From an optimization exercise on the open Yosys and OpenROAD flow, aimed at small area, a short achievable clock period and few clock cycles per item; shortcuts taken in it are not production practice.
RTL that was checked went through simulation tests only; none was proved equivalent to the original.

trial 12:
// assignment
module assignment (
    input logic clk,
    input logic NRST,
    input logic start,
    input logic [10:0] A,
    input logic [10:0] B,
    output logic [20:0] result,
    output logic ready
);
    logic        busy;
    logic        accept;
    logic [10:0] a_value;
    logic [9:0]  b_mod;
    logic [9:0]  b_mod_next;
    logic [20:0] row0, row1;
    logic pp_0_0;
    logic pp_0_1;
    logic pp_0_2;
    logic pp_0_3;
    logic pp_0_4;
    logic pp_0_5;
    logic pp_0_6;
    logic pp_0_7;
    logic pp_0_8;
    logic pp_0_9;
    logic pp_1_0;
    logic pp_1_1;
    logic pp_1_2;
    logic pp_1_3;
    logic pp_1_4;
    logic pp_1_5;
    logic pp_1_6;
    logic pp_1_7;
    logic pp_1_8;
    logic pp_1_9;
    logic pp_2_0;
    logic pp_2_1;
    logic pp_2_2;
    logic pp_2_3;
    logic pp_2_4;
    logic pp_2_5;
    logic pp_2_6;
    logic pp_2_7;
    logic pp_2_8;
    logic pp_2_9;
    logic pp_3_0;
    logic pp_3_1;
    logic pp_3_2;
    logic pp_3_3;
    logic pp_3_4;
    logic pp_3_5;
    logic pp_3_6;
    logic pp_3_7;
    logic pp_3_8;
    logic pp_3_9;
    logic pp_4_0;
    logic pp_4_1;
    logic pp_4_2;
    logic pp_4_3;
    logic pp_4_4;
    logic pp_4_5;
    logic pp_4_6;
    logic pp_4_7;
    logic pp_4_8;
    logic pp_4_9;
    logic pp_5_0;
    logic pp_5_1;
    logic pp_5_2;
    logic pp_5_3;
    logic pp_5_4;
    logic pp_5_5;
    logic pp_5_6;
    logic pp_5_7;
    logic pp_5_8;
    logic pp_5_9;
    logic pp_6_0;
    logic pp_6_1;
    logic pp_6_2;
    logic pp_6_3;
    logic pp_6_4;
    logic pp_6_5;
    logic pp_6_6;
    logic pp_6_7;
    logic pp_6_8;
    logic pp_6_9;
    logic pp_7_0;
    logic pp_7_1;
    logic pp_7_2;
    logic pp_7_3;
    logic pp_7_4;
    logic pp_7_5;
    logic pp_7_6;
    logic pp_7_7;
    logic pp_7_8;
    logic pp_7_9;
    logic pp_8_0;
    logic pp_8_1;
    logic pp_8_2;
    logic pp_8_3;
    logic pp_8_4;
    logic pp_8_5;
    logic pp_8_6;
    logic pp_8_7;
    logic pp_8_8;
    logic pp_8_9;
    logic pp_9_0;
    logic pp_9_1;
    logic pp_9_2;
    logic pp_9_3;
    logic pp_9_4;
    logic pp_9_5;
    logic pp_9_6;
    logic pp_9_7;
    logic pp_9_8;
  ...
Size: ~49 flip-flops, about 47 I/O pins, ~0.0046 mm2 of cells after synthesis.
Settings: LEC_CHECK=0, CAP_MARGIN=20, CORE_MARGIN=2, CORE_UTILIZATION=40, SLEW_MARGIN=20, SYNTH_HIERARCHICAL=1, SYNTH_MINIMUM_KEEP_SIZE=0; clock period 12.5 ns.
standard.sh (not shown) runs the stock make flow with config.mk's settings and CLKGATE_MAP_FILE= SYNTH_SCRIPT=/design/flow/synth_recipe.tcl, a recipe that flattens the netlist after the stock synthesis.
==> flow/flow/run.sh <==
#!/bin/bash
# The standard layout (the standard.sh: ORFS synthesis to final layout),
# with smaller port buffers, no clock-tree dummy loads, and stronger operand
# flip-flops (flow/post_floorplan.tcl).
set -euo pipefail
here=$(cd "$(dirname "$0")" && pwd)
export BUFFER_PORTS_ARGS="-buffer_cell sky130_fd_sc_hd__buf_1"
export CTS_ARGS="-sink_clustering_enable -repair_clock_nets -dont_use_dummy_load -buf_list sky130_fd_sc_hd__clkbuf_8"
export POST_FLOORPLAN_TCL="$here/post_floorplan.tcl"
export OPERAND_FF_CELL=sky130_fd_sc_hd__dfxtp_4
bash standard.sh > standard.log 2>&1
==> flow/flow/post_floorplan.tcl <==
# After floorplan: give the operand flip-flops, which drive the partial
# products, a stronger drive (same cell type, larger size).
set block [ord::get_db_block]
foreach inst [$block getInsts] {
  set name [$inst getName]
  set master [[$inst getMaster] getName]
  if {$master eq "sky130_fd_sc_hd__dfxtp_1" &&
      ([string match "a_value*" $name] || [string match "b_mod*" $name])} {
    puts "upsize $name"
    replace_cell $name $::env(OPERAND_FF_CELL)
  }
}
The following lists how trial 55 was set up differently from trial 12:
--- a/flow/design.v
+++ b/flow/design.v
@@ -528,34 +528,44 @@
     logic [4:0] blk3;
     assign blk3 = ~({1'b0, row0[20:17]} + {1'b0, row1[20:17]} + 5'd1);
     logic [20:0] sum_q;
     logic [2:0] gen_q;
     logic [2:1] prop_q;
     always_ff @(posedge clk) begin
         sum_q[7:0] <= blk0[7:0];
         gen_q[0] <= blk0[8];
         sum_q[12:8] <= blk1[4:0];
         gen_q[1] <= blk1[5];
-        prop_q[1] <= &(row0[12:8] ^ row1[12:8]);
+        prop_q[1] <= &blk1[4:0];
         sum_q[16:13] <= blk2[3:0];
         gen_q[2] <= blk2[4];
-        prop_q[2] <= &(row0[16:13] ^ row1[16:13]);
+        prop_q[2] <= &blk2[3:0];
         sum_q[20:17] <= blk3[3:0];
     end
     logic [3:1] cin;
     assign cin[1] = gen_q[0];
     assign cin[2] = (gen_q[0] & prop_q[1]) | gen_q[1];
     assign cin[3] = (gen_q[0] & prop_q[1] & prop_q[2]) | (gen_q[1] & prop_q[2]) | gen_q[2];
     assign result[7:0] = sum_q[7:0];
-    assign result[12:8] = sum_q[12:8] + 5'(cin[1]);
-    assign result[16:13] = sum_q[16:13] + 4'(cin[2]);
-    assign result[20:17] = sum_q[20:17] + 4'(cin[3]);
+    assign result[8] = sum_q[8] ^ cin[1];
+    assign result[9] = sum_q[9] ^ (cin[1] & (&sum_q[8:8]));
+    assign result[10] = sum_q[10] ^ (cin[1] & (&sum_q[9:8]));
+    assign result[11] = sum_q[11] ^ (cin[1] & (&sum_q[10:8]));
+    assign result[12] = sum_q[12] ^ (cin[1] & (&sum_q[11:8]));
+    assign result[13] = sum_q[13] ^ cin[2];
+    assign result[14] = sum_q[14] ^ (cin[2] & (&sum_q[13:13]));
+    assign result[15] = sum_q[15] ^ (cin[2] & (&sum_q[14:13]));
+    assign result[16] = sum_q[16] ^ (cin[2] & (&sum_q[15:13]));
+    assign result[17] = sum_q[17] ^ cin[3];
+    assign result[18] = sum_q[18] ^ (cin[3] & (&sum_q[17:17]));
+    assign result[19] = sum_q[19] ^ (cin[3] & (&sum_q[18:17]));
+    assign result[20] = sum_q[20] ^ (cin[3] & (&sum_q[19:17]));
     always_ff @(posedge clk or negedge NRST) begin
         if (!NRST) begin
             busy  <= 1'b0;
             ready <= 1'b0;
         end else begin
             busy  <= accept;
             ready <= busy | (ready & ~start);
         end
     end
 endmodule
Notes after the runs:
- Trial 55: flow completed, timing, DRC and antenna clean
- For post-placement setup slack, trial 12 and trial 55 come out practically identical.
- On final wirelength: trial 55 sits above trial 12.
- Trial 55 against trial 12; number of vias in the routed layout is up by a few percent.
- The portion of netlist area occupied by mux cells of trial 55 exceeds that of trial 12 by 0.20 points.
- Trial 12 -> trial 55: effective utilization at floorplan flat
- Diff trial 12 -> trial 55: count of cell types in the netlist now sits higher, final design area excluding fillers rose by about 0.5%.
- Per the comparison of trial 55 with trial 12, share of cell area taken by multi-input logic gates essentially unchanged, via count of the first global-routing pass now larger.
- The utilization was comparable across trial 12 and trial 55.
- Trial 55 vs. trial 12: cell count went up by 0.67%.
- Full die area across trial 12 and trial 55: no real change.
- When trial 55 is measured against trial 12, its share of the clock period used by the worst path after layout turns out 0.68 points lower.
- The worst hold margin of trial 55 was superior to that of trial 12.
No functional check of the RTL was part of any run of this note.


assignment, a different RTL version from the one above (not shown whole).
Size in the first run: about 48 flip-flops, roughly 47 I/O pins, roughly 0.0045 sq mm of cells after synthesis.
clock: 12.5 ns
lec_check: 0
cap_margin: 20
core_margin: 2
core_utilization: 65
slew_margin: 20
synth_hierarchical: 1
synth_minimum_keep_size: 0
==> flow/flow/run.sh <==
#!/bin/bash
# The standard layout (the standard.sh: ORFS synthesis to final layout),
# with smaller port buffers and no clock-tree dummy loads.
set -euo pipefail
export BUFFER_PORTS_ARGS="-buffer_cell ${PORT_BUF:-sky130_fd_sc_hd__buf_1}"
export CTS_ARGS="-sink_clustering_enable -repair_clock_nets -dont_use_dummy_load -buf_list sky130_fd_sc_hd__clkbuf_8"
bash standard.sh > standard.log 2>&1
==> next run, changes <==
--- a/flow/design.v
+++ b/flow/design.v
@@ -514,33 +514,33 @@
     logic [4:0] blk2;
     assign blk2 = ~({1'b0, row0[16:13]} + {1'b0, row1[16:13]} + 5'd1);
     logic [4:0] blk3;
     assign blk3 = ~({1'b0, row0[20:17]} + {1'b0, row1[20:17]} + 5'd1);
     logic [20:0] sum_q;
     logic [2:0] gen_q;
     logic [2:1] prop_q;
     logic [3:1] pre_cin, cin_q;
-    assign pre_cin[3] = (blk0[8] & (&(row0[12:8] ^ row1[12:8])) & (&(row0[16:13] ^ row1[16:13]))) | (blk1[5] & (&(row0[16:13] ^ row1[16:13]))) | blk2[4];
+    assign pre_cin[2] = (blk0[8] & (&(row0[12:8] ^ row1[12:8]))) | blk1[5];
     always_ff @(posedge clk) begin
-        cin_q[3] <= pre_cin[3];
+        cin_q[2] <= pre_cin[2];
         sum_q[7:0] <= blk0[7:0];
         gen_q[0] <= blk0[8];
         sum_q[12:8] <= blk1[4:0];
         gen_q[1] <= blk1[5];
         prop_q[1] <= &(row0[12:8] ^ row1[12:8]);
         sum_q[16:13] <= blk2[3:0];
         gen_q[2] <= blk2[4];
         prop_q[2] <= &(row0[16:13] ^ row1[16:13]);
         sum_q[20:17] <= blk3[3:0];
     end
     logic [3:1] cin;
     assign cin[1] = gen_q[0];
-    assign cin[2] = (gen_q[0] & prop_q[1]) | gen_q[1];
-    assign cin[3] = cin_q[3];
+    assign cin[2] = cin_q[2];
+    assign cin[3] = (gen_q[2] | (prop_q[2] & cin_q[2]));
     assign result[7:0] = sum_q[7:0];
     assign result[12:8] = sum_q[12:8] + 5'(cin[1]);
     assign result[16:13] = sum_q[16:13] + 4'(cin[2]);
     assign result[20:17] = sum_q[20:17] + 4'(cin[3]);
     always_ff @(posedge clk or negedge NRST) begin
         if (!NRST) begin
             busy  <= 1'b0;
             ready <= 1'b0;
=> The changed run completed with no timing, DRC or antenna violations. Global-route usage grows by 1.7 points. Utilization climbs by 0.15 points. Flip-flop and latch count does not change. Clock-buffer cell count stays the same. Final area decreases slightly. Register-to-register slack improves by 0.08 ns. Synthesized cell count shrinks slightly. Worst setup slack gets better by 0.079 ns. Routed wire length grows by a few percent. Maximum frequency climbs slightly. Final cell count fell slightly.
Function was not checked in any run of this note: the RTL went through the layout flow alone.


assignment, a different RTL version from the one above (not shown whole).
Size: ~0.0044 mm2 of cells after synthesis.
clock: 12.5 ns
lec_check: 0
cap_margin: 20
core_margin: 2
core_utilization: 65
slew_margin: 20
synth_hierarchical: 1
synth_minimum_keep_size: 0
==> flow/flow/run.sh <==
#!/bin/bash
# The standard layout (the standard.sh: ORFS synthesis to final layout),
# with smaller port buffers, no clock-tree dummy loads, and stronger operand
# flip-flops (flow/post_floorplan.tcl).
set -euo pipefail
here=$(cd "$(dirname "$0")" && pwd)
export BUFFER_PORTS_ARGS="-buffer_cell sky130_fd_sc_hd__buf_1"
export CTS_ARGS="-sink_clustering_enable -repair_clock_nets -dont_use_dummy_load -buf_list sky130_fd_sc_hd__clkbuf_8"
export POST_FLOORPLAN_TCL="$here/post_floorplan.tcl"
export OPERAND_FF_CELL=sky130_fd_sc_hd__dfxtp_4
bash standard.sh > standard.log 2>&1
Scripts as last shown in full above: flow/flow/post_floorplan.tcl
Change:
--- a/flow/design.v
+++ b/flow/design.v
@@ -525,31 +525,34 @@
     assign blk1 = ~({1'b0, row0[12:8]} + {1'b0, row1[12:8]} + 6'd1);
     logic [4:0] blk2;
     assign blk2 = ~({1'b0, row0[16:13]} + {1'b0, row1[16:13]} + 5'd1);
     logic [4:0] blk3;
     assign blk3 = ~({1'b0, row0[20:17]} + {1'b0, row1[20:17]} + 5'd1);
     logic [20:0] sum_q;
     logic [2:0] gen_q;
     logic [2:1] prop_q;
+    logic pre_cin2, cin_q2;
+    assign pre_cin2 = (blk0[8] & (&(row0[12:8] ^ row1[12:8]))) | blk1[5];
     always_ff @(posedge clk) begin
+        cin_q2 <= pre_cin2;
         sum_q[7:0] <= blk0[7:0];
         gen_q[0] <= blk0[8];
         sum_q[12:8] <= blk1[4:0];
         gen_q[1] <= blk1[5];
         prop_q[1] <= &(row0[12:8] ^ row1[12:8]);
         sum_q[16:13] <= blk2[3:0];
         gen_q[2] <= blk2[4];
         prop_q[2] <= &(row0[16:13] ^ row1[16:13]);
         sum_q[20:17] <= blk3[3:0];
     end
     logic [3:1] cin;
     assign cin[1] = gen_q[0];
-    assign cin[2] = (gen_q[0] & prop_q[1]) | gen_q[1];
-    assign cin[3] = (gen_q[0] & prop_q[1] & prop_q[2]) | (gen_q[1] & prop_q[2]) | gen_q[2];
+    assign cin[2] = cin_q2;
+    assign cin[3] = (gen_q[2] | (prop_q[2] & cin_q2));
     assign result[7:0] = sum_q[7:0];
     assign result[12:8] = sum_q[12:8] + 5'(cin[1]);
     assign result[16:13] = sum_q[16:13] + 4'(cin[2]);
     assign result[20:17] = sum_q[20:17] + 4'(cin[3]);
     always_ff @(posedge clk or negedge NRST) begin
         if (!NRST) begin
             busy  <= 1'b0;
             ready <= 1'b0;
Effect: Cell area came out lower by 0.62%. Non-clock buffer count is unchanged. Worst setup slack loses 24 ps. Wire length came out lower by 4.2%.
Function was not checked in any run of this note: the RTL went through the layout flow alone.


assignment, a different RTL version from the one above (not shown whole).
Size in the first run: about 49 flip-flops.
==> flow/config.mk <==
export PLATFORM = sky130hd
export DESIGN_NAME = assignment
export DESIGN_NICKNAME = assignment
export VERILOG_FILES = /design/flow/design.v
export SDC_FILE = /design/flow/constraint.sdc
export NUM_CORES = 4
export LEC_CHECK = 0
export CAP_MARGIN = 20
export CORE_MARGIN = 2
export CORE_UTILIZATION = 65
export SLEW_MARGIN = 20
export SYNTH_HIERARCHICAL = 1
export SYNTH_MINIMUM_KEEP_SIZE = 0
==> flow/constraint.sdc <==
create_clock -name core_clock -period 12.5 [get_ports {clk}]
set_input_delay 2.5000 -clock core_clock [delete_from_list [all_inputs] [get_ports {clk}]]
set_output_delay 2.5000 -clock core_clock [all_outputs]
set_load 0.01 [all_outputs]
==> flow/flow/run.sh <==
#!/bin/bash
# The standard layout (the standard.sh: ORFS synthesis to final layout),
# with smaller port buffers and no clock-tree dummy loads.
set -euo pipefail
export BUFFER_PORTS_ARGS="-buffer_cell ${PORT_BUF:-sky130_fd_sc_hd__buf_1}"
export CTS_ARGS="-sink_clustering_enable -repair_clock_nets -dont_use_dummy_load -buf_list sky130_fd_sc_hd__clkbuf_8"
bash standard.sh > standard.log 2>&1
Testbench counts at the start, summed over its fixed seeds: cycles 3,200, items 1,600.
==> next run, changes <==
--- a/flow/design.v
+++ b/flow/design.v
@@ -500,50 +500,50 @@
     fa_cell u_ha3 (.a(c112), .b(s113), .ci(1'b1), .s(s145), .co(c146));
     fa_cell u_fa71 (.a(c78), .b(c114), .ci(s115), .s(s147), .co(c148));
     fa_cell u_fa72 (.a(s85), .b(s117), .ci(c116), .s(s149), .co(c150));
     fa_cell u_fa73 (.a(c86), .b(s119), .ci(c118), .s(s151), .co(c152));
     fa_cell u_fa74 (.a(s93), .b(s121), .ci(c120), .s(s153), .co(c154));
     fa_cell u_fa75 (.a(c94), .b(s123), .ci(c122), .s(s155), .co(c156));
     fa_cell u_fa76 (.a(c96), .b(s125), .ci(c124), .s(s157), .co(c158));
     fa_cell u_fa77 (.a(pp_10_8), .b(pp_9_9), .ci(c126), .s(s159), .co(c160));
     assign row0 = {1'b1, pp_10_9, s159, s157, s155, s153, c150, c148, c146, s145, c142, c140, s139, s137, s135, s133, s131, s129, s127, pp_0_1, pp_0_0};
     assign row1 = {1'b1, c160, c158, c156, c154, c152, s151, s149, s147, c144, s143, s141, 1'b1, c136, 1'b1, 1'b1, 1'b1, 1'b1, 1'b1, pp_1_0, 1'b1};
-    logic [9:0] blk0;
-    assign blk0 = ~({1'b0, row0[8:0]} + {1'b0, row1[8:0]} + 10'd1);
+    logic [10:0] blk0;
+    assign blk0 = ~({1'b0, row0[9:0]} + {1'b0, row1[9:0]} + 11'd1);
     logic [4:0] blk1;
-    assign blk1 = ~({1'b0, row0[12:9]} + {1'b0, row1[12:9]} + 5'd1);
+    assign blk1 = ~({1'b0, row0[13:10]} + {1'b0, row1[13:10]});
     logic [4:0] blk2;
-    assign blk2 = ~({1'b0, row0[16:13]} + {1'b0, row1[16:13]} + 5'd1);
-    logic [4:0] blk3;
-    assign blk3 = ~({1'b0, row0[20:17]} + {1'b0, row1[20:17]} + 5'd1);
+    assign blk2 = ~({1'b0, row0[17:14]} + {1'b0, row1[17:14]});
+    logic [3:0] blk3;
+    assign blk3 = ~({1'b0, row0[20:18]} + {1'b0, row1[20:18]});
     logic [20:0] sum_q;
     logic [2:0] gen_q;
     logic [2:1] prop_q;
     always_ff @(posedge clk) begin
-        sum_q[8:0] <= blk0[8:0];
-        gen_q[0] <= blk0[9];
-        sum_q[12:9] <= blk1[3:0];
+        sum_q[9:0] <= blk0[9:0];
+        gen_q[0] <= blk0[10];
+        sum_q[13:10] <= blk1[3:0];
         gen_q[1] <= blk1[4];
-        prop_q[1] <= &(row0[12:9] ^ row1[12:9]);
-        sum_q[16:13] <= blk2[3:0];
+        prop_q[1] <= &(row0[13:10] ^ row1[13:10]);
+        sum_q[17:14] <= blk2[3:0];
         gen_q[2] <= blk2[4];
-        prop_q[2] <= &(row0[16:13] ^ row1[16:13]);
-        sum_q[20:17] <= blk3[3:0];
+        prop_q[2] <= &(row0[17:14] ^ row1[17:14]);
+        sum_q[20:18] <= blk3[2:0];
     end
     logic [3:1] cin;
     assign cin[1] = gen_q[0];
-    assign cin[2] = (gen_q[0] & prop_q[1]) | gen_q[1];
-    assign cin[3] = (gen_q[0] & prop_q[1] & prop_q[2]) | (gen_q[1] & prop_q[2]) | gen_q[2];
-    assign result[8:0] = sum_q[8:0];
-    assign result[12:9] = sum_q[12:9] + 4'(cin[1]);
-    assign result[16:13] = sum_q[16:13] + 4'(cin[2]);
-    assign result[20:17] = sum_q[20:17] + 4'(cin[3]);
+    assign cin[2] = gen_q[1] & (~prop_q[1] | cin[1]);
+    assign cin[3] = gen_q[2] & (~prop_q[2] | cin[2]);
+    assign result[9:0] = sum_q[9:0];
+    assign result[13:10] = sum_q[13:10] - {3'b0, !cin[1]};
+    assign result[17:14] = sum_q[17:14] - {3'b0, !cin[2]};
+    assign result[20:18] = sum_q[20:18] - {2'b0, !cin[3]};
     always_ff @(posedge clk or negedge NRST) begin
         if (!NRST) begin
             busy  <= 1'b0;
             ready <= 1'b0;
         end else begin
             busy  <= accept;
             ready <= busy | (ready & ~start);
         end
     end
 endmodule
After rerunning:
- The new run finished with timing, DRC and antenna clean
- utilization went up by 0.43 points
- register-to-register slack improved by 0.08 ns
- synthesized area went up by 2.3%
- cell area went up by 1.8%
- first-iteration DRC count went down by 27%
- final cell count went up by about 2%
- sequential share of layout area went down by 0.47 points
- worst setup slack is about the same
- global-route usage went down by 0.17 points
Only the layout flow was run in the second run of this note; the RTL was not checked for function there.

[static timing again, ports no longer ideal]
How much do the figures lean on ideal ports? The routed layouts below were timed once more, with nothing changed but the port constraints.
Step 1 (the two cells are an assumption about what drives the block):
set clk [get_ports {clk}]
set_driving_cell -lib_cell sky130_fd_sc_hd__clkbuf_16 $clk
set_driving_cell -lib_cell sky130_fd_sc_hd__buf_2 [delete_from_list [all_inputs] $clk]
Step 2 times the ports against the registers' clock, not the clock port: input delays grow and output delays shrink by t, the midpoint of the rising clock arrivals with the driver on.
a / b / c = no drivers / after step 1 / after step 2; a / b = the first two.
run	t (ns)	setup WS [ns]	worst slew at a driven data input, ns
trial 12	0.331	8.285 / 8.253 / 8.344	0.04
trial 55	0.328	8.371 / 8.338 / 8.343	0.04
the first run of note 2	0.326	8.247 / 8.247 / 8.247	0.03
the second run of note 2	0.327	8.327 / 8.327 / 8.327	0.04
the first run of note 3	0.323	8.290 / 8.260 / 8.409	0.04
the second run of note 3	0.320	8.267 / 8.267 / 8.267	0.04
the first run of note 4	0.327	8.266 / 8.235 / 8.279	0.04
the second run of note 4	0.331	8.264 / 8.232 / 8.363	0.04
After both steps every run listed still meets setup and hold. The setup slack of trial 55, which loses most, moves by -0.033 ns with the drivers and by -0.028 ns with both steps.
